Context: an optimization exercise on an open-source flow, tuned for small area. The choices shown serve that exercise and are no tape-out recipe.
Function was checked by simulation only, so behaviour that the tests miss may differ from the original.
Power figures rest on the tool's default switching activity, not on a simulated workload.

run A:
// Follower
module Follower(clk,RST_n,led,a2d_SS_n,SCLK,MISO,MOSI,rev_rht,
                rev_lft,fwd_rht,fwd_lft,IR_in_en,IR_mid_en,IR_out_en,
				in_transit,OK2Move,buzz,buzz_n,BC,RX);
clock: 20.0 ns
lec_check: 0
cap_margin: 20
core_margin: 2
core_utilization: 55
slew_margin: 20
standard.sh (not shown) runs the stock make flow with config.mk's settings and CLKGATE_MAP_FILE= SYNTH_SCRIPT=/design/flow/synth_recipe.tcl, a recipe that flattens the netlist after the stock synthesis.
==> flow/flow/run.sh <==
#!/bin/bash
# Layout flow: the standard flow (standard synthesis unchanged), with
#  - the port buffers made with the smallest buffer (buf_1) instead of the default,
#  - clock tree synthesis with clkbuf_8 leaf clusters of at most 14 sinks and no
#    dummy loads.
# Every tool's output goes to standard.log in this folder (ORFS also keeps its own
# per-step logs under orfs/logs).
set -o pipefail
CTS="-sink_clustering_enable -repair_clock_nets -sink_clustering_size 14 -sink_clustering_max_diameter 80 -buf_list sky130_fd_sc_hd__clkbuf_8 -dont_use_dummy_load"
bash standard.sh "BUFFER_PORTS_ARGS=-buffer_cell sky130_fd_sc_hd__buf_1" "CTS_ARGS=$CTS" finish > standard.log 2>&1
diff inputs: run A => run B
- setting CTS_BUF_LIST to sky130_fd_sc_hd__clkbuf_8 for the first time
- setting CTS_CLUSTER_SIZE to 16 for the first time
- setting CTS_CLUSTER_DIAMETER to 100 for the first time
- changing CORE_UTILIZATION from 55 to 40
==> flow/run.sh (new file) <==
#!/bin/bash
# synth_recipe.tcl (not shown) runs the flow's synth.tcl, then flattens the netlist and writes it again
# the make line also repeats each setting of config.mk as NAME=value (left out here)
make -C /OpenROAD-flow-scripts/flow DESIGN_CONFIG=/design/flow/config.mk WORK_HOME=/design/flow/orfs CLKGATE_MAP_FILE= SYNTH_SCRIPT=/design/flow/synth_recipe.tcl finish
removed: flow/flow/run.sh
removed: flow/standard.sh
==> run notes <==
- Run B vs. run A: met2 layer wire length in the routed design picked up an extra about 2%, met3 layer wire length in the routed design picked up an extra about 12%.
- Run B vs run A — post-route cell area climbed by a few percent
Modified inputs, run C compared to run B
- a change of CTS_CLUSTER_SIZE from 16 to 10
- a change of CTS_BUF_LIST from sky130_fd_sc_hd__clkbuf_8 to sky130_fd_sc_hd__clkbuf_4 sky130_fd_sc_hd__clkbuf_8
- a change of CTS_CLUSTER_DIAMETER from 100 to 60
==> comparison <==
Against run B, total non-filler cell area in the finished layout in run C rose by a few percent.
Taking run B as the reference, in run C cell count shows an increase of 20; routing usage on met1 shows a reduction of 0.20 points.
Lower proportion of cell area spent on the clock network among run C and run B: run B
Status: post-CTS setup repair buffer count parity (run C, run B)
Input-level comparison between run D and run C:
- CTS_CLUSTER_SIZE now 20, was 10
- SLEW_MARGIN now 0, was 20
- CTS_CLUSTER_DIAMETER now 100, was 60
- CTS_BUF_LIST no longer set, was sky130_fd_sc_hd__clkbuf_4 sky130_fd_sc_hd__clkbuf_8
- CAP_MARGIN now 0, was 20
- The final layout from run D, which completed every stage, passed the timing, DRC and antenna checks at the end of the flow.
- Compared run C against run D; mux contribution to synthesized area within noise.
- Routed length per instance: run D vs run C — no meaningful difference
- On fraction of synthesized cell area in xor and xnor cells, run D and run C are neck and neck.
- In run D the share of final-layout standard cells stronger than drive strength 1 turned out 2.9 points lower than in run C.
- Compared with run C, in run D count of cell types in the netlist saw little to no change; routed length on met3 saw a decrease.
- On total power: run D sits below run C.
- Sort run D and run C by sequential share of layout area asc -> top: run C
- Run D: fraction of power spent switching nets lower than run C
- In run D relative to run C, number of non-filler instances in the completed layout had gone down slightly.
- Against run C, run D comes in 0.78 points lower on layout overhead on the synthesized area.


Another version of the RTL of Follower (not shown whole).
Size: roughly 250 flip-flops, about 27 I/O pins.
Settings: LEC_CHECK=0, CAP_MARGIN=20, CORE_MARGIN=2, CORE_UTILIZATION=65, SLEW_MARGIN=20; clock period 20.0 ns.
run.sh (not shown) runs the stock make flow with config.mk's settings and CLKGATE_MAP_FILE= SYNTH_SCRIPT=/design/flow/synth_recipe.tcl, a recipe that flattens the netlist after the stock synthesis.
Stock flow here: none of the scripts above is used.
Then changed:
--- a/flow/config.mk
+++ b/flow/config.mk
@@ -9,3 +9,3 @@
 export CORE_MARGIN = 2
-export CORE_UTILIZATION = 65
+export CORE_UTILIZATION = 40
 export SLEW_MARGIN = 20
Global-route usage decreases by 9.9 points.
Critical path depth is unchanged.
Clock power decreases by 10%.
Routed wire length increases by 2.7%.
Synthesized area does not change.
Total power decreases by 4.5%.
Synthesized cell count is unchanged.
Clock-buffer cell count decreases by 4.
Setup slack barely changes.
Worst hold slack gets worse by 0.0056 ns.
Die area increases by 61%.


Follower, a different RTL version from the one above (not shown whole).
Size: roughly 250 flip-flops, about 27 I/O pins, about 0.012 sq mm of cells after synthesis.
export LEC_CHECK = 0
export CAP_MARGIN = 20
export CORE_MARGIN = 2
export CORE_UTILIZATION = 50
export PLACE_DENSITY = 0.75
export SLEW_MARGIN = 20
create_clock -name core_clock -period 20.0 [get_ports {clk}]
standard.sh (not shown) runs the stock make flow with config.mk's settings and CLKGATE_MAP_FILE= SYNTH_SCRIPT=/design/flow/synth_recipe.tcl, a recipe that flattens the netlist after the stock synthesis.
==> flow/flow/run.sh <==
#!/bin/bash
# Layout flow: the standard flow (standard synthesis unchanged), with
#  - the port buffers made with the smallest buffer (buf_1) instead of the default,
#  - clock tree synthesis with clkbuf_8 leaf clusters of at most 16 sinks and no
#    dummy loads.
# Every tool's output goes to standard.log in this folder (ORFS also keeps its own
# per-step logs under orfs/logs).
set -o pipefail
CTS="-sink_clustering_enable -repair_clock_nets -sink_clustering_size 16 -sink_clustering_max_diameter 90 -buf_list sky130_fd_sc_hd__clkbuf_8 -dont_use_dummy_load"
bash standard.sh "BUFFER_PORTS_ARGS=-buffer_cell sky130_fd_sc_hd__buf_1" "CTS_ARGS=$CTS" finish > standard.log 2>&1
Then changed:
--- a/flow/config.mk
+++ b/flow/config.mk
@@ -9,3 +9,3 @@
 export CORE_MARGIN = 2
-export CORE_UTILIZATION = 50
+export CORE_UTILIZATION = 40
 export PLACE_DENSITY = 0.75
The new run finished clean.
Global-route usage drops by 4.2 points.
Via count goes up by 1.3%.
Area after synthesis does not change.
Then changed:
--- a/flow/config.mk
+++ b/flow/config.mk
@@ -9,4 +9,4 @@
 export CORE_MARGIN = 2
-export CORE_UTILIZATION = 40
-export PLACE_DENSITY = 0.75
+export CORE_UTILIZATION = 60
+export PLACE_DENSITY = 0.8
 export SLEW_MARGIN = 20
What happened:
- sequential share of layout area goes up by 0.66 points
- area after synthesis is unchanged
- clock power goes down by about 2%
Then changed:
--- a/flow/config.mk
+++ b/flow/config.mk
@@ -9,4 +9,3 @@
 export CORE_MARGIN = 2
-export CORE_UTILIZATION = 60
-export PLACE_DENSITY = 0.8
+export CORE_UTILIZATION = 40
 export SLEW_MARGIN = 20
Outcome: Non-clock buffer count grows by 8; wire length grows by 0.79%; hold slack barely changes; critical path depth is unchanged; power came out higher by 0.72%; global-route usage falls by 8.3 points; worst setup slack gains 0.045 ns; utilization falls by 20 points.
Then changed:
--- a/flow/config.mk
+++ b/flow/config.mk
@@ -9,3 +9,3 @@
 export CORE_MARGIN = 2
-export CORE_UTILIZATION = 40
+export CORE_UTILIZATION = 50
 export SLEW_MARGIN = 20
Register-to-register slack hardly moves.
Total power hardly moves.
Critical path depth stays the same.
Routed wire length rose by 1.6%.
Clock power stays flat.
Sequential cell count is unchanged.
Hold slack is about the same.
Via count hardly moves.
